Source: an optimization exercise on an open RTL-to-GDS flow (aim: small area). Production flows keep margins and buffers that such runs may drop.
At most, simulation tests tie the RTL to the original design; equivalence was not proved.
For run 2, only the layout was checked, not whether the RTL still works.
In run 9 the design's own scripts or RTL, not TritonCTS, make the clock network.
The clock port is modelled as an ideal driver, which makes a skipped or thinned clock tree look cheaper than it is; a real chip needs a root buffer or a tree.
Power and IR drop assume default switching activity.

==> flow/design.v <==
module cache(reset, seletorVia, habilita, clock, endereco, entradaDeDados, saidaDeDados, hit, miss, lru1, lru2, dirty1, dirty2, valid1, valid2);
input seletorVia;
input habilita;
input clock;
input reset;
input [2:0] endereco;
input [7:0] entradaDeDados;
output reg [7:0] saidaDeDados;
output reg dirty1, dirty2, lru1, lru2, hit, miss;
output valid1, valid2;
reg [7:0] dado1 [0:7];   
reg [7:0] ff1;           
reg [7:0] ff2;           
assign valid1 = 1'b1;
assign valid2 = 1'b1;
wire acc  = seletorVia | habilita;           
wire wr1  = ~seletorVia & habilita;          
wire lru10 = ~reset & lru1 & ~lru2;          
wire wr2  = seletorVia & habilita & lru10;   
wire din_ff = &entradaDeDados;
wire ff1_a = reset | ff1[endereco];
wire ff2_a = reset | ff2[endereco];
wire eq1   = ~ff1[endereco] & (dado1[endereco] == entradaDeDados);
wire cmp_hit = ff1_a ? din_ff : eq1;
integer i;
always @(posedge clock) begin
  for (i = 0; i < 8; i = i + 1)
    if (acc && endereco == i)
      dado1[i] <= entradaDeDados;
  for (i = 0; i < 8; i = i + 1) begin
    if (acc && endereco == i)
      ff1[i] <= din_ff;
    else if (reset)
      ff1[i] <= 1'b1;
    if (wr2 && endereco == i)
      ff2[i] <= din_ff;
    else if (reset)
      ff2[i] <= 1'b1;
  end
  if (acc)
    saidaDeDados <= entradaDeDados;
  else if (reset)
    saidaDeDados <= 8'h00;
  if (wr1) begin
    hit  <= ~ff1_a;
    miss <= ff1_a;
  end else if (wr2) begin
    hit  <= ~ff2_a;
    miss <= ff2_a;
  end else if (seletorVia) begin
    hit  <= cmp_hit;
    miss <= ~cmp_hit;
  end else if (reset) begin
    hit  <= 1'b0;
    miss <= 1'b0;
  end
  if (wr1)
    dirty1 <= 1'b1;
  else if (reset)
    dirty1 <= 1'b0;
  if (wr2)
    dirty2 <= 1'b1;
  else if (reset)
    dirty2 <= 1'b0;
  if (wr2) begin
    lru1 <= 1'b0;
    lru2 <= 1'b1;
  end else if (acc) begin
    lru1 <= 1'b1;
    lru2 <= 1'b0;
  end else if (reset) begin
    lru1 <= 1'b0;
    lru2 <= 1'b0;
  end
end
endmodule
==> flow/run.sh <==
#!/bin/bash
# synth_recipe.tcl (not shown) runs the flow's synth.tcl, then flattens the netlist and writes it again
# the make line also repeats each setting of config.mk as NAME=value (left out here)
make -C /OpenROAD-flow-scripts/flow DESIGN_CONFIG=/design/flow/config.mk WORK_HOME=/design/flow/orfs CLKGATE_MAP_FILE= SYNTH_SCRIPT=/design/flow/synth_recipe.tcl finish
==> flow/config.mk <==
export PLATFORM = sky130hd
export DESIGN_NAME = cache
export DESIGN_NICKNAME = cache
export VERILOG_FILES = /design/flow/design.v
export SDC_FILE = /design/flow/constraint.sdc
export NUM_CORES = 4
export LEC_CHECK = 0
export CAP_MARGIN = 20
export CORE_MARGIN = 2
export CORE_UTILIZATION = 40
export SLEW_MARGIN = 20
==> flow/constraint.sdc <==
create_clock -name core_clock -period 5.0 [get_ports {clock}]
set_input_delay 1.0000 -clock core_clock [delete_from_list [all_inputs] [get_ports {clock}]]
set_output_delay 1.0000 -clock core_clock [all_outputs]
set_load 0.01 [all_outputs]
==> summary.md, run 1 <==
| Metric | Value |
|---|---|
| Ports | 31 |
| Hold_sp | dirty1 |
| Share of layout cells above drive strength 1 | 0.126 |
| Overall Power | around 1.6 mW |
| Mean routed wirelength per cell | approximately 20 um |
| CTS-repair resized insts | 0 |
| Commonest non-fill, non-tap cell in the layout | edfxtp_1 |
| CTS tree | yes |
| H-tree depth | 3 |
| Post-Synthesis Cells | between 300 and 400 |
| Average size of a mapped cell | around 14 um^2 |
| Core area | 10,200 um^2 |
| Reg-to-Reg Start | ff1[3] |
| Post-DP HPWL | slightly above 6000 um |
| CP Max Fanout | 6 |
| Hold Worst Slack | roughly 460 ps |
| Total Routing Usage GR | 0.177 |
| VDD IR-drop max | about 0.16 mV |
| Worst slack at placement | ~1300 ps |
| Final wirelength | 9510 um |
| CTS buffer count | 9 |
| Most frequent cells in the layout | edfxtp_1 (90), clkdlybuf4s50_1 (27), nor2_1 (23), nand2_1 (20), mux2i_1 (17) |
| Asr flop ratio synth | 0 |
| Largest net degree at the start of global routing | 28 |
| Ys Warns | 2 |
| Final Max Slew Viols | 0 |
| Vias/cell | ~5.5 |
| Max transition margin | 0.372 |
| CTS max path bufs | 2 |
| Starting density of the core | 0.409 |
| Worst Path Arrival | around 3400 ps |
| Layout area overhead | 15.4% |
| Placed Cells | ~470 |
| CTS Sinks | 94 |
| Post-DRT Antenna Nets | 0 |
| Die Width | around 110 um |
| Leak | between 1.5 and 2 nW |
| Placer congestion estimate | slightly below 0.9 |
| Seq cells post-synth | 94 |
| Pwr Density | approximately 330 nW/um^2 |
| Area leader, netlist | edfxtp_1 |
| Post-layout min period | ~3300 ps |
| HP Class | register to register |
| Max-Cap Viols | 0 |
| Hold_buf cts | 0 |
| Die ar. | around 11,000 um^2 |
| Initial antenna violation count | 0 |
| Pre-antenna DRT Iters | 5 |
| Synth unique cells | 54 |
| Setup violations, final | 0 |
| Fmax | between 300 and 400 MHz |
| Synthesized cell area | ~4200 um^2 |
| Synth top area share | 0.645 |
| Total number of vias | 2,651 |
| Die Span Y | between 100 and 150 um |
| Grt total ovfl | 0 |
| # diodes | 0 |
| CP Class | input port to register |
| Post-synthesis sequential area ratio | 0.664 |
| Crit path capture type | register |
| RSZ-0062 raised after global routing | no |
| CP startpoint kind | input port |
| Clock skew | ~13 ps |
| Vias in the first global route | ~2,600 |
| First-pass GRT wire length | about 15,000 um |
| Final hold vios | 0 |
| Period utilization | 0.661 |
| Fin util | 0.472 |
| FILL cells | between 800 and 900 |
| Crit path required time | roughly 5100 ps |
| Final-stage net count | 359 |
| Status | no timing/DRC/antenna violations |
| Largest cells by area after synthesis | edfxtp_1 (65%), mux2i_1 (4.1%), nor2_1 (2.1%) |
| Input/output buffers | 28 |
| Remaining DRCs | 0 |
| Clock-pin slew on the worst setup and hold paths | 90 ps |
| Clock latency (worst-skew pair) | 360 ps |
| Main flop type after synthesis | edfxtp_1 |
| Slew @ Worst Pin | about 930 ps |
| Fin cells | roughly 490 |
| EDFF count, synth | 90 |
| Rows | 37 |
| Dpl cell area | roughly 4600 um^2 |
| CTS Root Buffer Type | clkbuf_8 |
| Sum of negative setup slack | 0 ps |
| Setup bufs post-CTS | 0 |
| Setup ws final | 1700 ps |
| Critical path origin | endereco[0] |
| Finished Cell Area | 4830 um^2 |
| Number of DRC markers in iteration 0 | about 220 |
final cells by class:
| cell class | instances | area [um^2] | share of cell area |
|---|---|---|---|
| well taps | 136 | 170 | 0.0352 |
| clock buffers | 11 | 131 | 0.0272 |
| multi-input cells | 187 | 1270 | 0.264 |
| flip-flops and latches | 94 | 2780 | 0.576 |
| clock inverters | 5 | 58.8 | 0.0122 |
| inverters | 11 | 41.3 | 0.00855 |
| repair buffers | 41 | 373 | 0.0772 |
synthesized netlist by cell type (3+ instances only):
| master | count |
|---|---|
| a211o_1 | 4 |
| a211oi_1 | 4 |
| a21o_1 | 5 |
| a21oi_1 | 5 |
| a31oi_1 | 3 |
| buf_2 | 6 |
| clkbuf_1 | 9 |
| dfxtp_1 | 4 |
| edfxtp_1 | 90 |
| inv_1 | 11 |
| mux2_4 | 3 |
| mux2i_1 | 17 |
| nand2_1 | 20 |
| nand2b_1 | 10 |
| nand3_1 | 7 |
| nand4_1 | 3 |
| nor2_1 | 23 |
| nor2b_1 | 13 |
| nor3_1 | 5 |
| nor3b_1 | 4 |
| o21ai_0 | 4 |
| o21bai_1 | 4 |
| or2_2 | 9 |
| or3_1 | 4 |
worst max-delay path, stage by stage:
cell and delay, ps:
clkdlybuf4s50_1 640, mux2_1 350, mux4_2 470, or2_1 270
a2111o_1 320, nor4_2 260, a31oi_1 110
power by group:
part | switching [mW] | leakage [nW] | internal [mW]
registers | 0.0117 | 0.862 | 0.905
clock network | 0.267 | 0.0899 | 0.233
logic | 0.101 | 0.719 | 0.0777
total | 0.379 | 1.67 | 1.22
sequential cells by signal, summed over array words and instances (netlist names):
name	cells
dado1	64
ff1	8
ff2	8
saidaDeDados	8
dirty1	1
dirty2	1
hit	1
lru1	1
lru2	1
miss	1
cell families after synthesis:
family | share of synthesized area
XOR/XNOR | 0.00837
buffers and inverters | 0.0323
multiplexers | 0.0702
flip-flops | 0.664
other | 0.000895
AO/OA/AOI/OAI | 0.0944
AND/OR/NAND/NOR | 0.129
final timing paths:
| path | cells after the start | slack (ps) | end |
|---|---|---|---|
| setup / recovery | 7 | 1700 | miss |
| hold / removal | 2 | 460 | dirty1 |
| hold reg to reg | 2 | 460 | dirty1 |
| setup reg to reg | 6 | 2640 | miss |
per-layer routing:
layer,wire [um],up-vias,global-route usage
met5,0,-,0
met4,127,0,0.0555
met3,537,10,0.0405
met2,4500,93,0.276
met1,4340,1318,0.246
li1,-,1230,-
==> run 2: changes to the inputs <==
==> flow/design.v (replaced) <==
module cache(reset, seletorVia, habilita, clock, endereco, entradaDeDados, saidaDeDados, hit, miss, lru1, lru2, dirty1, dirty2, valid1, valid2);
input seletorVia;
input habilita;
input clock;
input reset;
input [2:0] endereco;
input [7:0] entradaDeDados;
output reg [7:0] saidaDeDados;
output reg dirty1, dirty2, lru1, lru2, hit, miss;
output valid1, valid2;
reg [7:0] dado1 [0:7];   
reg [7:0] e1;            
reg [7:0] ff2;           
assign valid1 = 1'b1;
assign valid2 = 1'b1;
wire acc  = seletorVia | habilita;           
wire wr1  = ~seletorVia & habilita;          
wire lru10 = ~reset & lru1 & ~lru2;          
wire wr2  = seletorVia & habilita & lru10;   
wire din_ff = &entradaDeDados;
wire hold = ~acc & ~reset;                   
wire [7:0] dec = 8'd1 << endereco;
wire [7:0] we1 = {8{acc}} & dec;
wire [7:0] we2 = {8{wr2}} & dec;
reg [7:0] rd;
integer j;
always @(*) begin
  rd = 8'd0;
  for (j = 0; j < 8; j = j + 1)
    rd = rd | ({8{dec[j]}} & dado1[j]);
end
wire e1_a  = reset | |(dec & e1);
wire ff2_a = |(dec & ff2);
wire ff1_a = e1_a | &rd;
wire cmp_hit = e1_a ? din_ff : (rd == entradaDeDados);
wire hit_n  = (wr1 & ~ff1_a) | (wr2 & ~ff2_a) | (seletorVia & ~wr2 & cmp_hit) | (hold & hit);
wire miss_n = (wr1 & ff1_a) | (wr2 & ff2_a) | (seletorVia & ~wr2 & ~cmp_hit) | (hold & miss);
integer i;
always @(posedge clock) begin
  for (i = 0; i < 8; i = i + 1)
    dado1[i] <= ({8{we1[i]}} & entradaDeDados) | ({8{~we1[i]}} & dado1[i]);
  e1  <= ~we1 & (e1 | {8{reset}});
  ff2 <= (we2 & {8{din_ff}}) | (~we2 & ff2) | {8{reset}};
  saidaDeDados <= ({8{acc}} & entradaDeDados) | ({8{hold}} & saidaDeDados);
  hit  <= hit_n;
  miss <= miss_n;
  dirty1 <= wr1 | (dirty1 & ~reset);
  dirty2 <= wr2 | (dirty2 & ~reset);
  lru1 <= (acc & ~wr2) | (hold & lru1);
  lru2 <= wr2 | (hold & lru2);
end
endmodule
==> flow/flow/run.sh (new file) <==
#!/bin/bash
# The standard layout (standard.sh) with area-oriented knobs:
#  - synthesis: synth_recipe.tcl with an area-oriented ABC mapping script (synth_area.tcl)
#  - port buffers of the smallest buffer cell
#  - no dummy loads in the clock tree
#  - after CTS, downsize cells on paths with slack to spare (post_cts.tcl)
set -euo pipefail
here=$(pwd)
bash standard.sh \
  "SYNTH_SCRIPT=$here/flow/synth_area.tcl" \
  "BUFFER_PORTS_ARGS=-buffer_cell sky130_fd_sc_hd__buf_1" \
  "CTS_ARGS=-sink_clustering_enable -repair_clock_nets -dont_use_dummy_load" \
  "POST_CTS_TCL=$here/flow/post_cts.tcl" \
  finish > make_finish.log 2>&1
==> flow/flow/area.abc (new file) <==
strash
&get -n
&dch -f
&nf -R 1000
&put
strash
&get -n
&dch -f
&nf -R 1000
&put
topo
==> flow/flow/post_cts.tcl (new file) <==
# Recover area: downsize cells on paths that have slack to spare, then re-legalise.
estimate_parasitics -placement
repair_timing -recover_power 100 -verbose
detailed_placement
check_placement -verbose
==> flow/flow/synth_area.tcl (new file) <==
# The standard synthesis (synth_recipe.tcl), with the final technology mapping done by an
# area-oriented ABC script instead of ORFS's delay-oriented one. Registers are untouched: abc
# maps only the combinational logic, so register names and cell types are the standard ones.
set area_abc_script [file join [file dirname [file normalize [info script]]] area.abc]
proc abc {args} {
  set i [lsearch -exact $args -script]
  if { $i >= 0 } { lset args [expr { $i + 1 }] $::area_abc_script }
  yosys abc {*}$args
}
source [file join [pwd] synth_recipe.tcl]
==> flow/standard.sh (new file) <==
#!/bin/bash
# synth_recipe.tcl (not shown) runs the flow's synth.tcl, then flattens the netlist and writes it again
# the make line also repeats each setting of config.mk as NAME=value (left out here)
make -C /OpenROAD-flow-scripts/flow DESIGN_CONFIG=/design/flow/config.mk WORK_HOME=/design/flow/orfs CLKGATE_MAP_FILE= SYNTH_SCRIPT=/design/flow/synth_recipe.tcl "${@:-finish}"
--- a/flow/config.mk
+++ b/flow/config.mk
@@ -9,3 +9,4 @@
 export CORE_MARGIN = 2
 export CORE_UTILIZATION = 40
+export GPL_TIMING_DRIVEN = 0
 export SLEW_MARGIN = 20
removed: flow/run.sh
==> run 2 against run 1 <==
  * The run now fails in synthesis
==> summary.md, run 2 <==
| Metric | Value |
|---|---|
| Status | stopped before the end |
| Ys Warns | 2 |
| Stop err | ERROR: TCL interpreter returned an error: couldn't read file "/OpenROAD-flow-scripts/flow/synth_recipe.tcl": no such file or directory |
| Stop stage | synthesis |
==> run 3: changes to the inputs <==
--- a/flow/design.v
+++ b/flow/design.v
@@ -39,5 +39,6 @@
 always @(posedge clock) begin
   for (i = 0; i < 8; i = i + 1)
-    dado1[i] <= ({8{we1[i]}} & entradaDeDados) | ({8{~we1[i]}} & dado1[i]);
+    if (we1[i])
+      dado1[i] <= entradaDeDados;
   e1  <= ~we1 & (e1 | {8{reset}});
   ff2 <= (we2 & {8{din_ff}}) | (~we2 & ff2) | {8{reset}};
==> flow/flow/synth_area.tcl (replaced) <==
# The standard synthesis (synth_recipe.tcl), with the final technology mapping done by an
# area-oriented ABC script instead of ORFS's delay-oriented one. Registers are untouched: abc
# maps only the combinational logic, so register names and cell types are the standard ones.
set area_flow_dir [file dirname [file normalize [info script]]]
set area_abc_script [file join $area_flow_dir area.abc]
proc abc {args} {
  set i [lsearch -exact $args -script]
  if { $i >= 0 } { lset args [expr { $i + 1 }] $::area_abc_script }
  yosys abc {*}$args
}
source [file join [file dirname $area_flow_dir] synth_recipe.tcl]
==> run 3 against run 2 <==
  * The run now finishes clean
==> summary.md, run 3 <==
| Metric | Value |
|---|---|
| Input/output buffers | 28 |
| Asr flop ratio synth | 0 |
| Post-synthesis sequential area ratio | 0.715 |
| R2R Setup Slk | approximately 2800 ps |
| Largest stage delay, worst path | 470 ps |
| Layout area overhead | 11.1% |
| Overall Power | around 1.4 mW |
| Core area | between 8000 and 9000 um^2 |
| CP Class | input port to register |
| Grt total ovfl | 0 |
| Worst slack at placement | slightly above 1000 ps |
| Ports | 31 |
| Placer congestion estimate | ~0.83 |
| Ys Warns | 2 |
| Post-DP HPWL | around 5200 um |
| Initial antenna violation count | 0 |
| Final Max Slew Viols | 0 |
| Setup ws final | about 1400 ps |
| Register-to-Register Path Depth | 8 |
| Post-Synthesis Cells | 269 |
| RSZ-0062 raised after global routing | no |
| CP startpoint kind | input port |
| EDFF count, synth | 64 |
| Crit path required time | between 5000 and 6000 ps |
| Period utilization | 0.721 |
| Max-Cap Viols | 0 |
| CP cell instances | clkbuf_1 > nor2_1 > and2_0 > a222oi_1 > nand2_1 > a221oi_1 > nor2_1 > nor3_1 > nand4_1 > o21ai_0 > o221ai_1 |
| Post-layout min period | about 3600 ps |
| Largest net degree at the start of global routing | 22 |
| CTS Sinks | 94 |
| CP max-delay cell | a222oi_1 |
| Hold Path Depth | 2 |
| Top cells by instance count after synthesis | edfxtp_1 (64), nor2_1 (37), dfxtp_1 (30) |
| Setup violations, final | 0 |
| Clock skew | between 20 and 25 ps |
| Slew @ Worst Pin | approximately 1100 ps |
| CTS tree | yes |
| Crit path capture type | register |
| Largest reg by FF count | dado1 |
| FILL cells | between 800 and 900 |
| Average size of a mapped cell | 13.1 um^2 |
| CP Max Fanout | 13 |
| Final wirelength | 8360 um |
| Commonest non-fill, non-tap cell in the layout | edfxtp_1 |
| Post-DRT Antenna Nets | 0 |
| VDD IR-drop max | ~0.2 mV |
| Critical path's most frequent cell | nor2_1 |
| Pre-antenna DRT Iters | 4 |
| Sum of negative setup slack | 0 ps |
| Remaining DRCs | 0 |
| Vias in the first global route | between 2,000 and 2,500 |
| Max transition margin | 0.240 |
| Clock latency (worst-skew pair) | 360 ps |
| Die Width | 97.9 um |
| Share of layout cells above drive strength 1 | 0.0519 |
| Synth unique cells | 27 |
| Number of DRC markers in iteration 0 | between 200 and 300 |
| Synth top area share | 0.544 |
| Main flop type after synthesis | edfxtp_1 |
| Vias/cell | 5.62 |
| Clock-pin slew on the worst setup and hold paths | approximately 90 ps |
| Area leader, netlist | edfxtp_1 |
| Die Span Y | just under 100 um |
| Total number of vias | roughly 2,300 |
| Pwr Density | approximately 350 nW/um^2 |
| Logic gate share of total power | 0.086 |
| Mean routed wirelength per cell | approximately 20 um |
| # diodes | 0 |
| Rows | 34 |
| Final hold vios | 0 |
| Most numerous cell in the Yosys netlist | edfxtp_1 |
| Most frequent cells in the layout | edfxtp_1 (64), nor2_1 (35), dfxtp_1 (30), nand2_1 (27), buf_1 (17) |
| Starting density of the core | 0.409 |
| Status | no timing/DRC/antenna violations |
| HP Class | register to register |
| Sequential power share | 0.637 |
| Final-stage net count | approximately 330 |
| Die ar. | about 9600 um^2 |
| Clock power frac | 0.277 |
| Fmax | ~280 MHz |
| Seq cells post-synth | 94 |
| Sw Share | 0.229 |
| Leak | ~1.3 nW |
| Synthesized cell area | 3530 um^2 |
| Worst Path Arrival | ~3800 ps |
| Max FFs per register | between 60 and 70 |
| Net Sw Power | around 0.32 mW |
| Total Routing Usage GR | 0.183 |
| Largest cells by area after synthesis | edfxtp_1 (54%), dfxtp_1 (17%), nor2_1 (3.9%) |
| First-pass GRT wire length | between 10,000 and 15,000 um |
| Int Pwr | 1.07 mW |
## run 3: cells by family (layout without fill, tap and decap cells)
kind of cell | Yosys count | in the layout | share of synthesized area
AND/OR/NAND/NOR | 97 | 97 | 0.124
flip-flops | 94 | 94 | 0.715
AO/OA/AOI/OAI | 68 | 68 | 0.141
XOR/XNOR | 5 | 5 | 0.0124
buffers and inverters | 4 | 42 | 0.00638
other | 1 | 2 | 0.00106
## run 3: final timing paths
path	startpoint	to
min reg2reg	dirty2	dirty2
max reg2reg	dado1[4][5]	miss
max	endereco[2]	miss
min	dirty2	dirty2
## run 3: power by group through the flow
| stage | Sequential, mW | Combinational [mW] | Clock [mW] |
|---|---|---|---|
| 2_1_floorplan | 0.902 | 0.0637 | 0 |
| 3_3_place_gp | 0.899 | 0.117 | 0 |
| 3_5_place_dp | 0.900 | 0.120 | 0 |
| 5_1_grt | 0.886 | 0.133 | 0.424 |
| 6_report | 0.883 | 0.119 | 0.384 |
## run 3: metal layers
layer  GRT usage  vias up  part of all wire
met5           0        -                 0
met4      0.0716        0            0.0086
met2       0.287       85              0.49
met3      0.0336        7             0.084
met1       0.254     1126              0.42
li1            -     1120                 -
## run 3: stage by stage
stage          hold slack, ps  instance area (um^2)  instances   util
3_5_place_dp              444                  3790        407  0.439
3_3_place_gp              441                  3770        406  0.437
6_report                  452                  3920        416  0.454
2_1_floorplan             431                  3530        270      -
5_1_grt                   496                  3920        416  0.454
## run 3: final cells by class
cell class	count	area [um^2]	share of cell area
multi-input combinational	172	1000	0.256
tap	108	135	0.0345
sequential	94	2520	0.643
timing repair buffer	29	113	0.0287
buffer	2	15.0	0.00383
clock buffer	9	124	0.0316
inverter	2	7.51	0.00192
## run 3: worst max-delay path, delay by kind of cell
| kind | cells | cell delay, ps |
|---|---|---|
| AO/OA/AOI/OAI | 4 | 1410 |
| buffers and inverters | 1 | 370 |
| AND/OR/NAND/NOR | 6 | 1040 |
==> run 4: changes to the inputs <==
--- a/flow/flow/run.sh
+++ b/flow/flow/run.sh
@@ -10,5 +10,5 @@
   "SYNTH_SCRIPT=$here/flow/synth_area.tcl" \
   "BUFFER_PORTS_ARGS=-buffer_cell sky130_fd_sc_hd__buf_1" \
-  "CTS_ARGS=-sink_clustering_enable -repair_clock_nets -dont_use_dummy_load" \
+  "CTS_ARGS=-sink_clustering_enable -repair_clock_nets -dont_use_dummy_load -root_buf sky130_fd_sc_hd__clkbuf_8 -buf_list sky130_fd_sc_hd__clkbuf_4" \
   "POST_CTS_TCL=$here/flow/post_cts.tcl" \
   finish > make_finish.log 2>&1
==> run 4 against run 3 <==
  * Maximum frequency unchanged
  * Synthesized cell count did not move
  * Worst setup slack did not move
  * Largest power group unchanged
  * Still clean
  * Via count unchanged
  * Combinational power is essentially flat
  * Area after synthesis unchanged
  * Clock skew unchanged
  * Largest cell class unchanged
  * Highest routed layer unchanged
  * Design area is the same
  * Power did not move
==> summary.md, run 4 <==
| Metric | Value |
|---|---|
| Status | no timing/DRC/antenna violations |
| Share of layout cells above drive strength 1 | 0.0519 |
| Largest net degree at the start of global routing | 22 |
| Fmax | ~280 MHz |
| Worst Path Arrival | 3840 ps |
| VDD IR-drop max | about 0.2 mV |
| Clock-pin slew on the worst setup and hold paths | ~90 ps |
| Post-layout min period | ~3600 ps |
| Post-DRT Antenna Nets | 0 |
| CTS Sinks | 94 |
| Max transition margin | 0.240 |
| Synth unique cells | 27 |
| CP top delay family | compound AO/OA/AOI/OAI gates |
| Total number of vias | around 2,300 |
| Most numerous cell in the Yosys netlist | edfxtp_1 |
| Area leader, netlist | edfxtp_1 |
| Remaining DRCs | 0 |
| Die ar. | ~9600 um^2 |
| Max-Cap Viols | 0 |
| FILL cells | between 800 and 900 |
| Synthesized cell area | about 3500 um^2 |
| Ys Warns | 2 |
| Largest cells by area after synthesis | edfxtp_1 (54%), dfxtp_1 (17%), nor2_1 (3.9%) |
| Placer congestion estimate | approximately 0.83 |
| Die Width | 97.9 um |
| Crit path capture type | register |
| RSZ-0062 raised after global routing | no |
| Top cells by instance count after synthesis | edfxtp_1 (64), nor2_1 (37), dfxtp_1 (30) |
| EDFF count, synth | 64 |
| Register-to-Register Path Depth | 8 |
| CTS tree | yes |
| Reg-to-Reg Start | dado1[4][5] |
| Mean routed wirelength per cell | approximately 20 um |
| Main flop type after synthesis | edfxtp_1 |
| Critical path's most frequent cell | nor2_1 |
| Clock latency (worst-skew pair) | between 300 and 400 ps |
| Initial antenna violation count | 0 |
| Setup violations, final | 0 |
| Final-stage net count | 325 |
| CP max-delay cell | a222oi_1 |
| Post-Synthesis Cells | 269 |
| R2R Setup Slk | roughly 2800 ps |
| Grt total ovfl | 0 |
| Core area | 8640 um^2 |
| Total Routing Usage GR | 0.183 |
| Most frequent cells in the layout | edfxtp_1 (64), nor2_1 (35), dfxtp_1 (30), nand2_1 (27), buf_1 (17) |
| Synth top area share | 0.544 |
| Leak | about 1.3 nW |
| Starting density of the core | 0.409 |
| Final hold vios | 0 |
| CP Max Fanout | 13 |
| Pwr Density | around 350 nW/um^2 |
| Number of DRC markers in iteration 0 | between 200 and 300 |
| Die Span Y | 97.9 um |
| Sum of negative setup slack | 0 ps |
| Rows | 34 |
| CP cell instances | clkbuf_1 > nor2_1 > and2_0 > a222oi_1 > nand2_1 > a221oi_1 > nor2_1 > nor3_1 > nand4_1 > o21ai_0 > o221ai_1 |
| Layout area overhead | 11.1% |
| Clock skew | 24.2 ps |
| Pre-antenna DRT Iters | 4 |
| Largest reg by FF count | dado1 |
| Levels on crit path | 11 |
| Ports | 31 |
| Crit path required time | roughly 5200 ps |
| Average size of a mapped cell | roughly 13 um^2 |
| Final wirelength | about 8400 um |
| CP Class | input port to register |
| Crit path capture | miss |
| Reg2Reg Capture Point | miss |
| Largest stage delay, worst path | about 470 ps |
| Slew @ Worst Pin | between 1000 and 1500 ps |
| Input/output buffers | 28 |
| HP Class | register to register |
| Post-synthesis sequential area ratio | 0.715 |
| Hold Worst Slack | around 450 ps |
| Seq cells post-synth | 94 |
| First-pass GRT wire length | about 13,000 um |
| Final Max Slew Viols | 0 |
| Post-DP HPWL | about 5200 um |
| Commonest non-fill, non-tap cell in the layout | edfxtp_1 |
| Period utilization | 0.721 |
| # diodes | 0 |
| Vias/cell | between 5 and 6 |
| Crit path buf inv count | 1 |
| Max FFs per register | between 60 and 70 |
| Asr flop ratio synth | 0 |
| CP startpoint kind | input port |
| Overall Power | approximately 1.4 mW |
| Vias in the first global route | 2,267 |
| Critical path origin | endereco[2] |
==> run 4: cell counts in the layout (fill, tap and decap cells not counted) <==
No cell type changed its count.
==> run 4: kinds of logic (layout without fill, tap and decap cells) <==
kind of cell	count (synthesis)	after routing	share of synthesized area
compound gates	68	68	0.141
flops	94	94	0.715
simple gates	97	97	0.124
buf+inv	4	42	0.00638
other cells	1	2	0.00106
xor+xnor	5	5	0.0124
==> run 4: power breakdown <==
part	internal, mW	leakage (nW)	switching (mW)	total [mW]
combinational	0.0383	0.377	0.0807	0.119
clock	0.162	0.0647	0.223	0.384
sequential	0.869	0.833	0.0133	0.883
total	1.07	1.27	0.317	1.39
==> run 4: metrics by stage <==
stage / std cells / setup WS (ps) / utilization / area [um^2]
after floorplan: 270 / 2160 / - / 3530
after global placement: 406 / 993 / 0.437 / 3770
after detailed placement: 407 / 1030 / 0.439 / 3790
after global routing: 416 / 1090 / 0.454 / 3920
final: 416 / 1390 / 0.454 / 3920
==> run 4: per-layer routing <==
metal	track usage	wire length (um)	vias up
met3	0.0336	700	7
met2	0.287	4090	85
met5	0	0	-
met1	0.254	3490	1126
met4	0.0716	72	0
li1	-	-	1120
==> run 4: final cells by class <==
cell class | instances | area, um^2 | area share
Buffer | 2 | 15.0 | 0.00383
Clock buffer | 9 | 124 | 0.0316
Inverter | 2 | 7.51 | 0.00192
Multi-Input combinational cell | 172 | 1000 | 0.256
Sequential cell | 94 | 2520 | 0.643
Tap cell | 108 | 135 | 0.0345
Timing Repair Buffer | 29 | 113 | 0.0287
==> run 4: worst min-delay path by stage <==
| stage | from | to | cells after the start |
|---|---|---|---|
| 2_1_floorplan | ff2[3] | ff2[3] | 2 |
| 3_3_place_gp | dirty2 | dirty2 | 2 |
| 5_1_grt | dirty2 | dirty2 | 2 |
| 6_report | dirty2 | dirty2 | 2 |
| 3_5_place_dp | dirty2 | dirty2 | 2 |
==> run 4: worst reg2reg max path: stages, from the launching register on <==
cell	delay, ps
edfxtp_1	370
a222oi_1	330
nand2_1	90
a221oi_1	420
nor2_1	80
nor3_1	180
nand4_1	120
o21ai_0	340
o221ai_1	180
==> run 5: changes to the inputs <==
--- a/flow/design.v
+++ b/flow/design.v
@@ -42,5 +42,9 @@
       dado1[i] <= entradaDeDados;
   e1  <= ~we1 & (e1 | {8{reset}});
-  ff2 <= (we2 & {8{din_ff}}) | (~we2 & ff2) | {8{reset}};
+  for (i = 0; i < 8; i = i + 1)
+    if (reset)
+      ff2[i] <= 1'b1;
+    else if (we2[i])
+      ff2[i] <= din_ff;
   saidaDeDados <= ({8{acc}} & entradaDeDados) | ({8{hold}} & saidaDeDados);
   hit  <= hit_n;
==> flow/flow/run.sh (replaced) <==
#!/bin/bash
# The standard layout (standard.sh) with area-oriented knobs:
#  - synthesis: synth_recipe.tcl with an area-oriented ABC mapping script (synth_area.tcl)
#  - port buffers (and synthesis pass-through buffers) of the smallest buffer cell
#  - no dummy loads in the clock tree
#  - after CTS, downsize cells on paths with slack to spare (post_cts.tcl)
set -euo pipefail
here=$(pwd)
bash standard.sh \
  "SYNTH_SCRIPT=$here/flow/synth_area.tcl" \
  "BUFFER_PORTS_ARGS=-buffer_cell sky130_fd_sc_hd__buf_1" \
  "CTS_ARGS=-sink_clustering_enable -repair_clock_nets -dont_use_dummy_load" \
  "POST_CTS_TCL=$here/flow/post_cts.tcl" \
  "MIN_BUF_CELL_AND_PORTS=sky130_fd_sc_hd__buf_1 A X" \
  finish > make_finish.log 2>&1
==> run 5 against run 4 <==
  * Still clean
  * Worst setup slack worse by 81 ps
  * Flip-flop and latch count did not move
  * Power is 0.11% higher
  * Count of clock-buffer cells in the layout unchanged
  * Largest power group unchanged
==> summary.md, run 5 <==
| Metric | Value |
|---|---|
| Commonest non-fill, non-tap cell in the layout | edfxtp_1 |
| Vias in the first global route | ~2,200 |
| Asr flop ratio synth | 0 |
| Crit path required time | approximately 5300 ps |
| Final Max Slew Viols | 0 |
| Placer congestion estimate | slightly below 0.8 |
| Total number of vias | about 2,300 |
| RSZ-0062 raised after global routing | no |
| Final wirelength | ~8000 um |
| Input/output buffers | 28 |
| Most numerous cell in the Yosys netlist | edfxtp_1 |
| Clock latency (worst-skew pair) | 350 ps |
| CTS Sinks | 94 |
| Worst Path Arrival | 3940 ps |
| EDFF count, synth | 64 |
| Leak | ~1.3 nW |
| Hold Worst Slack | roughly 460 ps |
| Pre-antenna DRT Iters | 7 |
| Die Width | a little under 100 um |
| Main flop type after synthesis | edfxtp_1 |
| Total Routing Usage GR | 0.176 |
| Vias/cell | between 5 and 6 |
| Slew @ Worst Pin | ~1000 ps |
| Remaining DRCs | 0 |
| Status | no timing/DRC/antenna violations |
| Layout area overhead | 12.4% |
| Max transition margin | 0.306 |
| Post-Synthesis Cells | between 200 and 250 |
| VDD IR-drop max | between 0.15 and 0.2 mV |
| Largest reg by FF count | dado1 |
| Most frequent cells in the layout | edfxtp_1 (64), dfxtp_1 (30), nor2_1 (21), buf_1 (20) |
| Sum of negative setup slack | 0 ps |
| CP startpoint kind | input port |
| Synth unique cells | 30 |
| Largest net degree at the start of global routing | 20 |
| Crit path capture type | register |
| Top cells by instance count after synthesis | edfxtp_1 (64), dfxtp_1 (30), nor2_1 (22) |
| Setup ws final | between 1000 and 1500 ps |
| Setup violations, final | 0 |
| CP Class | input port to register |
| First-pass GRT wire length | between 10,000 and 15,000 um |
| Share of layout cells above drive strength 1 | 0.0619 |
| Period utilization | 0.737 |
| Ys Warns | 2 |
| Seq cells post-synth | 94 |
| Ports | 31 |
| Average size of a mapped cell | roughly 14 um^2 |
| Starting density of the core | 0.406 |
| Clock-pin slew on the worst setup and hold paths | about 80 ps |
| Met1 usage | 0.235 |
| Post-DRT Antenna Nets | 0 |
| Pwr Density | approximately 360 nW/um^2 |
| CP Max Fanout | 11 |
| Synth top area share | 0.553 |
| Met3 GRT Util | 0.0302 |
| Core area | 8550 um^2 |
| Die ar. | approximately 9500 um^2 |
| Initial antenna violation count | 0 |
| Largest cells by area after synthesis | edfxtp_1 (55%), dfxtp_1 (17%), a222oi_1 (5.2%) |
| Mean routed wirelength per cell | 20.1 um |
| Grt total ovfl | 0 |
| Post-layout min period | roughly 3700 ps |
| HP Class | register to register |
| CTS tree | yes |
| Synthesized cell area | 3480 um^2 |
| Final-stage net count | 308 |
| Placed Cells | between 300 and 400 |
| Area leader, netlist | edfxtp_1 |
| Die Span Y | between 90 and 100 um |
| Rows | 34 |
| Clock skew | roughly 12 ps |
| Met2 usage | 0.279 |
| Post-synthesis sequential area ratio | 0.726 |
| # diodes | 0 |
| Final hold vios | 0 |
| GR peak layer | met2 |
| Fmax | ~270 MHz |
| Max FFs per register | 64 |
| Fin cells | ~400 |
| Worst slack at placement | ~900 ps |
| Number of DRC markers in iteration 0 | between 200 and 250 |
| Post-DP HPWL | 5200 um |
| Max-Cap Viols | 0 |
run 5: cell types whose count changed after synthesis, sizes merged, moves of 4 or more:
cell / change
and2: +4
a222oi: +7
nand2: -9
a22oi: -5
a221oi: -4
nor2: -15
run 5: path summary, 6_finish.rpt:
path,start,to,slack (ps),cells past startpoint
max reg2reg,dado1[6][4],miss,2610,8
min reg2reg,dirty2,dirty2,460,1
max,endereco[0],miss,1310,11
min,dirty2,dirty2,460,1
run 5: per-layer routing:
metal,share of wire,routed length (um)
met5,0,0
met2,0.47,3740
met4,0.029,232
met1,0.46,3670
met3,0.047,374
run 5: critical path: stages:
cell,delay (ps)
clkbuf_1,310
nand2_1,120
nor2_1,800
a22oi_1,240
nand3_1,180
xor2_1,90
a2111oi_0,360
nand4_1,140
nor4_1,270
a21oi_1,100
a311o_1,320
run 5: cell families after synthesis:
family | synth area share
XOR/XNOR | 0.0151
AO/OA/AOI/OAI | 0.147
other | 0.00108
AND/OR/NAND/NOR | 0.108
flip-flops | 0.726
buffers and inverters | 0.00324
run 5: per-stage QoR:
| step | utilization | area (um^2) | power, mW |
|---|---|---|---|
| finish | 0.457 | 3910 | 1.39 |
| global route | 0.457 | 3910 | 1.44 |
| detailed placement | 0.443 | 3790 | 1.02 |
| global placement | 0.435 | 3720 | 1.01 |
| floorplan | - | 3480 | 0.963 |
run 5: final cells by class:
| class | instances | area, um^2 |
|---|---|---|
| clock buffer | 9 | 124 |
| fill | 774 | 4640 |
| sequential | 94 | 2520 |
| inverter | 1 | 3.75 |
| timing repair buffer | 34 | 146 |
| tap | 108 | 135 |
| multi-input combinational | 151 | 968 |
| buffer | 2 | 7.51 |
run 5: power by group:
part	total (mW)	switching, mW	internal, mW
sequential	0.883	0.0139	0.869
combinational	0.117	0.0771	0.0395
clock	0.388	0.226	0.162
==> run 6: changes to the inputs <==
--- a/flow/config.mk
+++ b/flow/config.mk
@@ -6,7 +6,7 @@
 export NUM_CORES = 4
 export LEC_CHECK = 0
-export CAP_MARGIN = 20
+export CAP_MARGIN = 0
 export CORE_MARGIN = 2
 export CORE_UTILIZATION = 40
 export GPL_TIMING_DRIVEN = 0
-export SLEW_MARGIN = 20
+export SLEW_MARGIN = 0
==> run 6 against run 5 <==
  * Still clean on timing, DRC and antenna
  * Register-to-register slack worse by 50 ps
  * Clock power shrank 1%
  * Maximum frequency grew 0.32%
  * Largest cell class unchanged
==> summary.md, run 6 <==
| Metric | Value |
|---|---|
| Average size of a mapped cell | 14.1 um^2 |
| Commonest non-fill, non-tap cell in the layout | edfxtp_1 |
| Sum of negative setup slack | 0 ps |
| CTS tree | yes |
| CP Max Fanout | 11 |
| Worst Path Arrival | a little under 4000 ps |
| EDFF count, synth | 64 |
| Post-DRT Antenna Nets | 0 |
| Most numerous cell in the Yosys netlist | edfxtp_1 |
| Remaining DRCs | 0 |
| # diodes | 0 |
| Leak | 1.26 nW |
| CP max-delay cell | nor2_1 |
| Core area | 8550 um^2 |
| Critical path origin | endereco[1] |
| Xor/xnor share of the synthesized area | 0.0151 |
| Clock-pin slew on the worst setup and hold paths | ~80 ps |
| Mux cell area share after synthesis | 0 |
| Largest stage delay, worst path | 780 ps |
| Layout area overhead | 11.6% |
| Ys Warns | 2 |
| Period utilization | 0.735 |
| Max transition margin | 0.220 |
| CP top delay family | simple AND/OR/NAND/NOR gates |
| Post-layout min period | between 3000 and 4000 ps |
| Share of layout cells above drive strength 1 | 0.0524 |
| FILL cells | 790 |
| Final Max Slew Viols | 0 |
| Final hold vios | 0 |
| RSZ-0062 raised after global routing | no |
| Vias in the first global route | ~2,200 |
| Ports | 31 |
| Input/output buffers | 28 |
| First-pass GRT wire length | about 12,000 um |
| Most frequent cells in the layout | edfxtp_1 (64), dfxtp_1 (30), nor2_1 (22), buf_1 (19) |
| Max-Cap Viols | 0 |
| Post-Synthesis Cells | roughly 250 |
| Initial antenna violation count | 0 |
| Starting density of the core | 0.406 |
| Final-stage net count | approximately 300 |
| CP Class | input port to register |
| Largest reg by FF count | dado1 |
| Seq cells post-synth | 94 |
| Synth top area share | 0.553 |
| Max FFs per register | between 60 and 70 |
| Worst slack at placement | roughly 950 ps |
| Asr flop ratio synth | 0 |
| Post-Synth Adder-Cell Area | 0 |
| Main flop type after synthesis | edfxtp_1 |
| Simple-gate share of the synthesized area | 0.108 |
| Placer congestion estimate | 0.771 |
| Compound-Gate Fraction of Synth Area | 0.147 |
| CTS Sinks | 94 |
| Number of DRC markers in iteration 0 | approximately 190 |
| Setup ws final | 1330 ps |
| Largest net degree at the start of global routing | 20 |
| CP cell instances | clkbuf_1 > nand2_1 > nor2_1 > a22oi_1 > nand3_1 > xor2_1 > a2111oi_0 > nand4_1 > nor4_1 > a21oi_1 > a311o_1 |
| Crit path required time | around 5200 ps |
| Pre-antenna DRT Iters | 5 |
| Reg-to-Reg Start | dado1[2][0] |
| Total number of vias | roughly 2,300 |
| Grt total ovfl | 0 |
| HP Class | register to register |
| Die ar. | approximately 9500 um^2 |
| Crit path capture type | register |
| Synthesized cell area | 3480 um^2 |
| Total Routing Usage GR | 0.172 |
| Top cells by instance count after synthesis | edfxtp_1 (64), dfxtp_1 (30), nor2_1 (22) |
| Clock skew | between 20 and 25 ps |
| Rows | 34 |
| Register-to-Register Path Depth | 8 |
| CP startpoint kind | input port |
| Fmax | between 200 and 300 MHz |
| Synth unique cells | 30 |
| Vias/cell | about 5.7 |
| Clock latency (worst-skew pair) | ~350 ps |
| Reg2Reg Capture Point | miss |
| Die Span Y | 97.2 um |
| VDD IR-drop max | 0.211 mV |
| Final wirelength | ~7900 um |
| Levels on crit path | 11 |
| Setup violations, final | 0 |
| Status | no timing/DRC/antenna violations |
| Pwr Density | 356 nW/um^2 |
| Crit path buf inv count | 1 |
| Largest family of logic cells by synthesized area | compound AO/OA/AOI/OAI gates |
| Largest cells by area after synthesis | edfxtp_1 (55%), dfxtp_1 (17%), a222oi_1 (5.2%) |
| Area leader, netlist | edfxtp_1 |
| Die Width | roughly 100 um |
| Mean routed wirelength per cell | roughly 20 um |
| R2R Setup Slk | around 2600 ps |
| Post-synthesis sequential area ratio | 0.726 |
| Post-DP HPWL | 4960 um |
| Crit path capture | miss |
| Fin util | 0.454 |
| Slew @ Worst Pin | 1160 ps |
run 6: cell counts after synthesis:
No cell type changed its count.
run 6: cell families (layout without fill, tap and decap cells):
logic type	Yosys count	after routing
AO/OA/AOI/OAI	67	67
AND/OR/NAND/NOR	76	76
buffers and inverters	3	41
flip-flops	94	94
XOR/XNOR	6	6
other	1	2
run 6: final cells by class:
| type | instances | area, um^2 | area share |
|---|---|---|---|
| flip-flops and latches | 94 | 2520 | 0.650 |
| repair buffers | 29 | 116 | 0.0300 |
| plain buffers | 2 | 7.51 | 0.00193 |
| inverters | 1 | 3.75 | 0.000967 |
| multi-input cells | 151 | 971 | 0.250 |
| well taps | 108 | 135 | 0.0348 |
| clock buffers | 9 | 124 | 0.0319 |
run 6: worst register-to-register path, stage by stage (launching register included):
cell and delay [ps]:
edfxtp_1 370, a222oi_1 390, and3_1 290, nor2_1 50
a2111oi_0 390, nand4_1 140, nor4_1 280, a21oi_1 110
a311o_1 320
run 6: worst min path at each step:
stage / start / depth (start not counted) / slack, ps / end
after global placement: dirty2 / 1 / 440 / dirty2
final: dirty2 / 1 / 470 / dirty2
after detailed placement: dirty2 / 1 / 450 / dirty2
after global routing: e1[2] / 2 / 490 / e1[2]
after floorplan: ff2[2] / 2 / 430 / ff2[2]
run 6: power breakdown:
group          leakage, nW  internal, mW  switching, mW  total [mW]
registers            0.833         0.869         0.0139       0.883
logic                0.359        0.0381         0.0758       0.114
clock network       0.0647         0.162          0.222       0.384
total                 1.26          1.07          0.312        1.38
run 6: through the flow:
stage / instance area [um^2] / hold slack [ps] / instances / power (mW)
after floorplan: 3480 / 431 / 248 / 0.963
after global placement: 3720 / 439 / 384 / 1.01
after detailed placement: 3760 / 446 / 385 / 1.02
after global routing: 3880 / 486 / 394 / 1.43
final: 3880 / 467 / 394 / 1.38
run 6: metal layers:
| layer | GRT usage | vias to the layer above | wire length (um) |
|---|---|---|---|
| met5 | 0 | - | 0 |
| met4 | 0.0769 | 0 | 206 |
| met3 | 0.0317 | 18 | 370 |
| met2 | 0.269 | 58 | 3680 |
| met1 | 0.235 | 1110 | 3670 |
| li1 | - | 1068 | - |
==> run 7: changes to the inputs <==
--- a/flow/config.mk
+++ b/flow/config.mk
@@ -8,5 +8,5 @@
 export CAP_MARGIN = 0
 export CORE_MARGIN = 2
-export CORE_UTILIZATION = 40
+export CORE_UTILIZATION = 60
 export GPL_TIMING_DRIVEN = 0
 export SLEW_MARGIN = 0
==> run 7 against run 6 <==
  * Maximum frequency is 2.6% lower
  * Power is 0.70% lower
  * Non-clock buffer count is 1 higher
==> summary.md, run 7 <==
| Metric | Value |
|---|---|
| # diodes | 0 |
| Clock latency (worst-skew pair) | about 340 ps |
| Die ar. | 6420 um^2 |
| Post-Synthesis Cells | 247 |
| Clock power frac | 0.273 |
| Top cells by instance count after synthesis | edfxtp_1 (64), dfxtp_1 (30), nor2_1 (22) |
| EDFF count, synth | 64 |
| VDD IR-drop max | around 0.25 mV |
| CP max-delay cell | nor3b_2 |
| Asr flop ratio synth | 0 |
| Starting density of the core | 0.627 |
| Core area | between 5000 and 6000 um^2 |
| CTS Sinks | 94 |
| Remaining DRCs | 0 |
| Int Pwr | roughly 1.1 mW |
| Main flop type after synthesis | edfxtp_1 |
| Number of DRC markers in iteration 0 | between 200 and 300 |
| Largest cells by area after synthesis | edfxtp_1 (55%), dfxtp_1 (17%), a222oi_1 (5.2%) |
| Sw Share | 0.220 |
| Die Width | between 80 and 90 um |
| Crit path capture type | register |
| Largest net degree at the start of global routing | 20 |
| CP startpoint kind | input port |
| Max-Cap Viols | 0 |
| Average size of a mapped cell | about 14 um^2 |
| Vias in the first global route | approximately 2,100 |
| Setup violations, final | 0 |
| Post-layout min period | between 3000 and 4000 ps |
| Most frequent cells in the layout | edfxtp_1 (64), dfxtp_1 (30), nor2_1 (22), buf_1 (19) |
| Grt total ovfl | 0 |
| Total number of vias | about 2,300 |
| Clock-pin slew on the worst setup and hold paths | roughly 90 ps |
| Fin util | 0.692 |
| Worst slack at placement | slightly above 900 ps |
| Max FFs per register | 64 |
| Placer congestion estimate | between 0.7 and 0.8 |
| CP top delay family | simple AND/OR/NAND/NOR gates |
| Status | no timing/DRC/antenna violations |
| Final-stage net count | about 300 |
| Die Span Y | ~80 um |
| Most numerous cell in the Yosys netlist | edfxtp_1 |
| Synthesized cell area | ~3500 um^2 |
| Vias/cell | 6.38 |
| Crit path buf inv count | 1 |
| Post-DP HPWL | about 4800 um |
| Initial antenna violation count | 0 |
| Post-DRT Antenna Nets | 0 |
| Period utilization | 0.755 |
| Hold Worst Slack | around 470 ps |
| Ports | 31 |
| Clock skew | about 19 ps |
| Largest reg by FF count | dado1 |
| FILL cells | about 420 |
| Ys Warns | 2 |
| Rows | 27 |
| CP Class | input port to register |
| Final hold vios | 0 |
| Sum of negative setup slack | 0 ps |
| Max transition margin | 0.239 |
| Finished Cell Area | between 3000 and 4000 um^2 |
| Logic gate share of total power | 0.083 |
| Seq cells post-synth | between 90 and 100 |
| Synth unique cells | 30 |
| RSZ-0062 raised after global routing | no |
| Leak | about 1.3 nW |
| Commonest non-fill, non-tap cell in the layout | edfxtp_1 |
| CP Max Fanout | 12 |
| Pwr Density | 358 nW/um^2 |
| Input/output buffers | 28 |
| Synth top area share | 0.553 |
| Crit path required time | between 5000 and 6000 ps |
| Post-synthesis sequential area ratio | 0.726 |
| Fmax | around 270 MHz |
| Worst Path Arrival | between 4000 and 5000 ps |
| CTS tree | yes |
| Layout area overhead | 10.3% |
| First-pass GRT wire length | approximately 11,000 um |
| Slew @ Worst Pin | 1130 ps |
| Final wirelength | about 7600 um |
| Final Max Slew Viols | 0 |
| Total Routing Usage GR | 0.253 |
| Setup ws final | ~1200 ps |
| Mean routed wirelength per cell | about 21 um |
| Sequential power share | 0.644 |
| CP cell instances | buf_1 > nor3b_2 > a222oi_1 > nand3_1 > xor2_1 > a2111oi_0 > nand4_1 > nor4_1 > a21oi_1 > a311o_1 |
| Pre-antenna DRT Iters | 5 |
| Share of layout cells above drive strength 1 | 0.0488 |
| Area leader, netlist | edfxtp_1 |
| Dpl cell area | around 3700 um^2 |
| Largest stage delay, worst path | 910 ps |
| Net Sw Power | about 0.30 mW |
| HP Class | register to register |
## run 7: cell counts after synthesis
No cell type changed its count.
## run 7: cell families (layout without fill, tap and decap cells)
family | after synthesis | in the layout | synth area share
flops | 94 | 94 | 0.726
simple gates | 76 | 76 | 0.108
compound gates | 67 | 67 | 0.147
xor+xnor | 6 | 6 | 0.0151
buf+inv | 3 | 42 | 0.00324
other cells | 1 | 2 | 0.00108
## run 7: area by class of cell
type / count / area [um^2] / share of cell area
tap: 72 / 90.1 / 0.0235
multi-input combinational: 151 / 966 / 0.252
timing repair buffer: 30 / 120 / 0.0313
sequential: 94 / 2520 / 0.658
buffer: 2 / 7.51 / 0.00196
clock buffer: 9 / 124 / 0.0323
inverter: 1 / 3.75 / 0.000979
## run 7: metrics by stage
step	cells	total power, mW
3_5_place_dp	349	1.01
3_3_place_gp	348	1.01
2_1_floorplan	248	0.963
6_report	359	1.37
5_1_grt	359	1.42
## run 7: final timing paths
check | start | to | slack (ps) | cells past startpoint
max | endereco[1] | miss | 1230 | 10
min | dirty1 | dirty1 | 470 | 1
min reg2reg | dirty1 | dirty1 | 470 | 1
max reg2reg | dado1[1][4] | miss | 2540 | 8
## run 7: power by group through the flow
stage / Combinational, mW / Clock, mW / Sequential, mW
finish: 0.114 / 0.374 / 0.883
global route: 0.126 / 0.407 / 0.886
detailed placement: 0.113 / 0 / 0.900
global placement: 0.110 / 0 / 0.899
floorplan: 0.0609 / 0 / 0.902
## run 7: layer usage
metal / GRT usage / share of wire / vias up / wire length (um)
met5: 0 / 0 / - / 0
met4: 0.0746 / 0.0087 / 0 / 66
met3: 0.0371 / 0.055 / 8 / 418
met2: 0.403 / 0.48 / 78 / 3690
met1: 0.366 / 0.45 / 1140 / 3430
li1: - / - / 1064 / -
==> run 8: changes to the inputs <==
--- a/flow/config.mk
+++ b/flow/config.mk
@@ -8,5 +8,5 @@
 export CAP_MARGIN = 0
 export CORE_MARGIN = 2
-export CORE_UTILIZATION = 60
+export CORE_UTILIZATION = 75
 export GPL_TIMING_DRIVEN = 0
 export SLEW_MARGIN = 0
==> run 8 against run 7 <==
  * Via count increased by 4.6%
  * Clock skew decreased by 7.2 ps
  * Worst setup slack got worse by 100 ps
  * Die area decreased by 19%
  * Worst hold slack improved by 5.6 ps
  * Flip-flop and latch count unchanged
  * Routed wire length increased by 3.1%
  * First-iteration DRC count increased by 16%
  * Register-to-register slack got worse by 110 ps
  * Final cell count decreased by 6.1%
  * Largest power group unchanged
  * Non-clock buffer count decreased by 2
==> summary.md, run 8 <==
| Metric | Value |
|---|---|
| Status | no timing/DRC/antenna violations |
| Sum of negative setup slack | 0 ps |
| Synth top area share | 0.553 |
| Max FFs per register | 64 |
| Max-Cap Viols | 0 |
| FILL cells | between 200 and 250 |
| Critical path origin | endereco[2] |
| Synthesized cell area | about 3500 um^2 |
| Die ar. | about 5200 um^2 |
| Max transition margin | 0.229 |
| Starting density of the core | 0.787 |
| Largest family of logic cells by synthesized area | compound AO/OA/AOI/OAI gates |
| Crit path capture type | register |
| First-pass GRT wire length | around 12,000 um |
| Compound-Gate Fraction of Synth Area | 0.147 |
| Simple-gate share of the synthesized area | 0.108 |
| Total number of vias | 2,396 |
| Leak | around 1.3 nW |
| Grt total ovfl | 0 |
| HP Class | register to register |
| Post-DRT Antenna Nets | 0 |
| Rows | 24 |
| Area leader, netlist | edfxtp_1 |
| Remaining DRCs | 0 |
| # diodes | 0 |
| Placer congestion estimate | about 0.81 |
| Crit path buf inv count | 1 |
| EDFF count, synth | 64 |
| Final Max Slew Viols | 0 |
| CP Class | input port to register |
| Ports | 31 |
| Hold Worst Slack | 473 ps |
| Initial antenna violation count | 0 |
| CP cell instances | clkbuf_1 > nor3b_2 > a22oi_1 > nand3_1 > a21oi_1 > a2111oi_0 > nand4_1 > nor4_1 > a21oi_1 > a311o_1 |
| Most numerous cell in the Yosys netlist | edfxtp_1 |
| Pre-antenna DRT Iters | 6 |
| Asr flop ratio synth | 0 |
| Largest cells by area after synthesis | edfxtp_1 (55%), dfxtp_1 (17%), a222oi_1 (5.2%) |
| Die Width | 72.1 um |
| Largest net degree at the start of global routing | 20 |
| Mux cell area share after synthesis | 0 |
| CTS tree | yes |
| CP startpoint kind | input port |
| Setup violations, final | 0 |
| Critical path's most frequent cell | a21oi_1 |
| CP max-delay cell | nor3b_2 |
| Fmax | roughly 260 MHz |
| Core area | roughly 4400 um^2 |
| Post-DP HPWL | just under 5000 um |
| Mean routed wirelength per cell | between 20 and 25 um |
| Crit path required time | 5240 ps |
| Post-layout min period | between 3000 and 4000 ps |
| Share of layout cells above drive strength 1 | 0.0491 |
| Final-stage net count | just over 300 |
| Xor/xnor share of the synthesized area | 0.0151 |
| Main flop type after synthesis | edfxtp_1 |
| Input/output buffers | 28 |
| Hold_sp | dirty1 |
| VDD IR-drop max | roughly 0.36 mV |
| Seq cells post-synth | 94 |
| Commonest non-fill, non-tap cell in the layout | edfxtp_1 |
| Clock-pin slew on the worst setup and hold paths | around 80 ps |
| Largest stage delay, worst path | 930 ps |
| Clock latency (worst-skew pair) | 350 ps |
| CP Max Fanout | 12 |
| CTS Sinks | between 90 and 100 |
| Placed Cells | between 300 and 400 |
| Post-synthesis sequential area ratio | 0.726 |
| Number of DRC markers in iteration 0 | 341 |
| Fin cells | around 340 |
| Average size of a mapped cell | approximately 14 um^2 |
| CP top delay family | simple AND/OR/NAND/NOR gates |
| Vias in the first global route | 2,329 |
| Top cells by instance count after synthesis | edfxtp_1 (64), dfxtp_1 (30), nor2_1 (22) |
| Vias/cell | 7.11 |
| Final hold vios | 0 |
| Total Routing Usage GR | 0.327 |
| Post-Synth Adder-Cell Area | 0 |
| Pwr Density | about 360 nW/um^2 |
| Reg-to-Reg Start | dado1[6][4] |
| Slew @ Worst Pin | approximately 1100 ps |
| Largest reg by FF count | dado1 |
| Most frequent cells in the layout | edfxtp_1 (64), dfxtp_1 (30), nor2_1 (22) |
| Layout area overhead | 9.29% |
| Clock skew | 12.1 ps |
| RSZ-0062 raised after global routing | no |
| Final wirelength | 7850 um |
| Synth unique cells | 30 |
| Ys Warns | 2 |
| Die Span Y | between 70 and 80 um |
| Period utilization | 0.775 |
| Worst Path Arrival | 4110 ps |
| Post-Synthesis Cells | roughly 250 |
run 8: cell types whose count changed in the layout (fill, tap and decap cells not counted), sizes merged:
cell  change
buf       -2
run 8: logic make-up (layout without fill, tap and decap cells):
kind of cell              after synthesis  count (layout)
and+or+nand+nor                        76              76
other                                   1               2
AOI/OAI and AO/OA                      67              67
xor gates and xnor gates                6               6
DFF                                    94              94
buffers and inverters                   3              40
run 8: per-layer routing:
metal / part of all wire / track usage / up-vias
met4: 0.021 / 0.153 / 0
li1: - / - / 1063
met2: 0.50 / 0.512 / 161
met1: 0.37 / 0.432 / 1151
met5: 0 / 0 / -
met3: 0.10 / 0.0903 / 21
run 8: layout make-up:
class                           instances  area [um^2]  area share
Sequential cell                        94         2520       0.664
Multi-Input combinational cell        151          971       0.256
Clock buffer                            9          124      0.0326
Timing Repair Buffer                   28          105      0.0277
Tap cell                               52         65.1      0.0171
Buffer                                  2         7.51     0.00198
Inverter                                1         3.75    0.000988
run 8: final timing paths:
kind	slack, ps	endpoint	cells past startpoint
setup / recovery	1130	miss	10
hold / removal	470	dirty1	1
setup reg to reg	2430	miss	8
hold reg to reg	470	dirty1	1
run 8: through the flow:
step	util	total power, mW	area [um^2]	setup slack, ps
floorplan	-	0.963	3480	1630
detailed placement	0.832	1.02	3670	817
finish	0.861	1.38	3800	1130
global route	0.861	1.42	3800	1010
global placement	0.827	1.01	3650	453
run 8: power breakdown:
part	switching [mW]	internal, mW
Combinational	0.0785	0.0376
Clock	0.216	0.161
Sequential	0.0155	0.870
run 8: worst register-to-register path, stage by stage (launching register included):
cell and delay [ps]:
edfxtp_1 390, a222oi_1 420, nand3_1 200, xor2_1 180, a2111oi_0 410, nand4_1 150
nor4_1 290, a21oi_1 100, a311o_1 330
==> run 9: changes to the inputs <==
==> flow/flow/run.sh (replaced) <==
#!/bin/bash
# The standard layout (standard.sh) with area-oriented knobs:
#  - synthesis: synth_recipe.tcl with an area-oriented ABC mapping script (synth_area.tcl)
#  - port buffers (and synthesis pass-through buffers) of the smallest buffer cell
#  - clock tree: a single level of clock buffers built by manual_cts.tcl
#  - after CTS, downsize cells on paths with slack to spare (post_cts.tcl)
set -euo pipefail
here=$(pwd)
bash standard.sh \
  "SYNTH_SCRIPT=$here/flow/synth_area.tcl" \
  "BUFFER_PORTS_ARGS=-buffer_cell sky130_fd_sc_hd__buf_1" \
  "PRE_CTS_TCL=$here/flow/manual_cts.tcl" \
  "POST_CTS_TCL=$here/flow/post_cts.tcl" \
  "MIN_BUF_CELL_AND_PORTS=sky130_fd_sc_hd__buf_1 A X" \
  finish > make_finish.log 2>&1
==> flow/flow/manual_cts.tcl (new file) <==
set mcts_cell sky130_fd_sc_hd__buf_8
set mcts_groups 4

set block [ord::get_db_block]
set db [ord::get_db]
set master [$db findMaster $mcts_cell]
set clk_net [$block findNet clock]

set sinks {}
foreach it [$clk_net getITerms] {
  if { [$it isInputSignal] || [[$it getMTerm] getSigType] eq "CLOCK" || 1 } {
    set inst [$it getInst]
    set bb [$inst getBBox]
    lappend sinks [list $it [expr { ([$bb xMin] + [$bb xMax]) / 2 }] [expr { ([$bb yMin] + [$bb yMax]) / 2 }]]
  }
}
puts "manual CTS: [llength $sinks] clock sinks, $mcts_groups x $mcts_cell"

proc mcts_split { items n } {
  # split items into n groups of near-equal size: by x first, then by y
  if { $n <= 1 } { return [list $items] }
  set half [expr { $n / 2 }]
  set byx [lsort -integer -index 1 $items]
  set cut [expr { [llength $items] * $half / $n }]
  set a [lrange $byx 0 [expr { $cut - 1 }]]
  set b [lrange $byx $cut end]
  set out {}
  foreach g [list $a $b] k [list $half [expr { $n - $half }]] {
    if { $k <= 1 } { lappend out $g; continue }
    set byy [lsort -integer -index 2 $g]
    set c2 [expr { [llength $g] * ($k / 2) / $k }]
    lappend out [lrange $byy 0 [expr { $c2 - 1 }]] [lrange $byy $c2 end]
  }
  return $out
}

set groups [mcts_split $sinks $mcts_groups]
set k 0
foreach g $groups {
  set inst [odb::dbInst_create $block $master "clkbuf_manual_$k"]
  set net [odb::dbNet_create $block "clknet_manual_$k"]
  $net setSigType CLOCK
  [$inst findITerm A] connect $clk_net
  [$inst findITerm X] connect $net
  set sx 0
  set sy 0
  foreach s $g {
    set it [lindex $s 0]
    $it disconnect
    $it connect $net
    incr sx [lindex $s 1]
    incr sy [lindex $s 2]
  }
  set cx [expr { $sx / [llength $g] }]
  set cy [expr { $sy / [llength $g] }]
  $inst setLocation $cx $cy
  $inst setPlacementStatus PLACED
  puts "manual CTS: clkbuf_manual_$k drives [llength $g] sinks at ($cx, $cy)"
  incr k
}
$clk_net setSigType CLOCK
global_connect

# TritonCTS is not run: the tree above is the clock tree.
proc clock_tree_synthesis { args } {
  puts "manual CTS: clock_tree_synthesis skipped ($args)"
}
set_propagated_clock [all_clocks]
==> run 9 against run 8 <==
  * Still clean
  * Die area is the same
  * Worst setup slack worse by 250 ps
  * Sequential share of layout area grew 1.1 points
  * Utilization shrank 1.4 points
  * First-iteration DRC count decreased by 1.5%
  * Flip-flop and latch count unchanged
  * Final cell count down 1.5%
  * Maximum frequency fell by 6.2%
  * Largest power group unchanged
  * Highest routed layer unchanged
==> summary.md, run 9 <==
| Metric | Value |
|---|---|
| Routed length on met3 | between 800 and 900 um |
| Ports | 31 |
| VDD IR-drop max | 0.280 mV |
| First-pass GRT wire length | approximately 12,000 um |
| Die Span Y | 72.1 um |
| Top Layer Used | met4 |
| Crit path required time | between 5000 and 6000 ps |
| Mean routed wirelength per cell | ~23 um |
| Pwr Density | 338 nW/um^2 |
| Average size of a mapped cell | ~14 um^2 |
| Initial antenna violation count | 0 |
| Worst Path Arrival | about 4200 ps |
| Leak | 1.22 nW |
| Input/output buffers | 28 |
| Largest net degree at the start of global routing | 25 |
| Post-DP HPWL | between 4000 and 5000 um |
| Commonest non-fill, non-tap cell in the layout | edfxtp_1 |
| R2R Setup Slk | ~2400 ps |
| EDFF count, synth | 64 |
| Post-layout min period | 4130 ps |
| Starting density of the core | 0.787 |
| Largest cells by area after synthesis | edfxtp_1 (55%), dfxtp_1 (17%), a222oi_1 (5.2%) |
| Reg-to-Reg Start | dado1[6][4] |
| Hold Worst Slack | around 480 ps |
| Die Width | 72.1 um |
| Clock-pin slew on the worst setup and hold paths | 120 ps |
| Final wirelength | approximately 7600 um |
| Synth unique cells | 30 |
| Post-synthesis sequential area ratio | 0.726 |
| Synth top area share | 0.553 |
| Final Max Slew Viols | 0 |
| Rows | 24 |
| # diodes | 0 |
| HP Class | register to register |
| Seq cells post-synth | 94 |
| Status | no timing/DRC/antenna violations |
| Max FFs per register | 64 |
| Hold Path Depth | 1 |
| Most numerous cell in the Yosys netlist | edfxtp_1 |
| Most frequent cells in the layout | edfxtp_1 (64), dfxtp_1 (30), nor2_1 (22) |
| CP startpoint kind | input port |
| Asr flop ratio synth | 0 |
| Register-to-Register Path Depth | 8 |
| Reg2Reg Capture Point | miss |
| CP Class | input port to register |
| Synthesized cell area | ~3500 um^2 |
| Fin util | 0.846 |
| Total Routing Usage GR | 0.302 |
| Vias/cell | roughly 7 |
| Slew @ Worst Pin | 1110 ps |
| Largest reg by FF count | dado1 |
| Period utilization | 0.826 |
| Critical path origin | endereco[2] |
| Setup violations, final | 0 |
| Sum of negative setup slack | 0 ps |
| Clock latency (worst-skew pair) | ~140 ps |
| CP Max Fanout | 12 |
| Clock skew | approximately 13 ps |
| Share of layout cells above drive strength 1 | 0.0321 |
| Remaining DRCs | 0 |
| Max-Cap Viols | 0 |
| Final-stage net count | about 300 |
| Die ar. | 5190 um^2 |
| Layout area overhead | 7.45% |
| RSZ-0062 raised after global routing | no |
| WL met1 | slightly below 3000 um |
| Core area | roughly 4400 um^2 |
| Main flop type after synthesis | edfxtp_1 |
| Grt total ovfl | 0 |
| Hold endpoint | dirty1 |
| Max transition margin | 0.257 |
| Number of DRC markers in iteration 0 | roughly 340 |
| Crit path capture type | register |
| Placer congestion estimate | approximately 0.8 |
| Final hold vios | 0 |
| Hold_sp | dirty1 |
| Vias in the first global route | 2,266 |
| Post-DRT Antenna Nets | 0 |
| Ys Warns | 2 |
| Total number of vias | 2,322 |
| Top cells by instance count after synthesis | edfxtp_1 (64), dfxtp_1 (30), nor2_1 (22) |
| Area leader, netlist | edfxtp_1 |
| Pre-antenna DRT Iters | 5 |
| DR WL met2 | around 3800 um |
| Fmax | roughly 240 MHz |
| Post-Synthesis Cells | between 200 and 250 |
run 9: final cells by class:
type | count | area [um^2]
repair buffers | 28 | 105
inverters | 1 | 3.75
fillers | 223 | 679
well taps | 52 | 65.1
flip-flops and latches | 94 | 2520
multi-input cells | 151 | 971
plain buffers | 6 | 67.6
run 9: layer usage:
layer | GRT usage | up-vias
met1 | 0.424 | 1107
met5 | 0 | -
met3 | 0.0653 | 6
li1 | - | 1059
met4 | 0.0335 | 0
met2 | 0.514 | 150
run 9: cell families (layout without fill, tap and decap cells):
group                  after synthesis  after routing  share of synthesized area
other                                1              2                    0.00108
buffers and inverters                3             35                    0.00324
XOR/XNOR                             6              6                     0.0151
flip-flops                          94             94                      0.726
AND/OR/NAND/NOR                     76             76                      0.108
AO/OA/AOI/OAI                       67             67                      0.147
run 9: power by group:
group          switching (mW)  leakage (nW)  total [mW]  internal [mW]
Combinational          0.0775         0.353       0.115         0.0376
Clock                   0.171        0.0297       0.263         0.0919
Sequential             0.0153         0.833       0.884          0.869
Total                   0.264          1.22        1.26          0.999
run 9: through the flow:
step	cells	worst slack, ps	area [um^2]	total power, mW
3_5_place_dp	328	817	3670	1.02
6_report	332	871	3730	1.26
5_1_grt	332	763	3730	1.30
3_3_place_gp	328	453	3650	1.01
2_1_floorplan	248	1630	3480	0.963
run 9: worst max-delay path by stage:
| stage | endpoint | slack, ps |
|---|---|---|
| global route | miss | 760 |
| global placement | miss | 450 |
| detailed placement | miss | 820 |
| finish | miss | 870 |
| floorplan | miss | 1630 |
run 9: worst max-delay path: stages:
cell and delay [ps]:
clkbuf_1 340, nor3b_2 940, a22oi_1 210, nand3_1 170, a21oi_1 90, a2111oi_0 540, nand4_1 160, nor4_1 290
a21oi_1 100, a311o_1 330

[what the ideal ports hide]
In the flow no input, the clock included, has a driving cell. The finished layouts below were timed again as built, in two steps. Step 1, drivers: a clkbuf_16 drives clock and a buf_2 each remaining input, both assumed. Step 2 times the ports against the registers' clock, not the clock port: input delays grow and output delays shrink by t, the midpoint of the rising clock arrivals with the driver on. a / b / c = ideal ports / drivers / drivers and shift; a / b = the first two.
| run | t (ns) | setup slack, ns | slew at the worst register clock pin (ns) | pins driven straight from the clock port |
|---|---|---|---|---|
| run 1 | 0.390 | 1.697 / 1.705 / 1.315 | 0.10 / 0.10 | 1 |
| run 3 | 0.375 | 1.395 / 1.401 / 1.026 | 0.09 / 0.09 | 1 |
| run 4 | 0.375 | 1.395 / 1.401 / 1.026 | 0.09 / 0.09 | 1 |
| run 5 | 0.382 | 1.314 / 1.321 / 0.940 | 0.09 / 0.09 | 1 |
| run 6 | 0.368 | 1.326 / 1.331 / 0.963 | 0.09 / 0.09 | 1 |
| run 7 | 0.361 | 1.226 / 1.229 / 0.868 | 0.09 / 0.09 | 1 |
| run 8 | 0.369 | 1.125 / 1.132 / 0.762 | 0.08 / 0.08 | 1 |
| run 9 | 0.210 | 0.871 / 0.920 / 0.710 | 0.12 / 0.12 | 4 |
After both steps setup and hold are still met in every run listed. The setup slack of run 1, which loses most, moves by +0.008 ns with the drivers and by -0.382 ns with both steps.
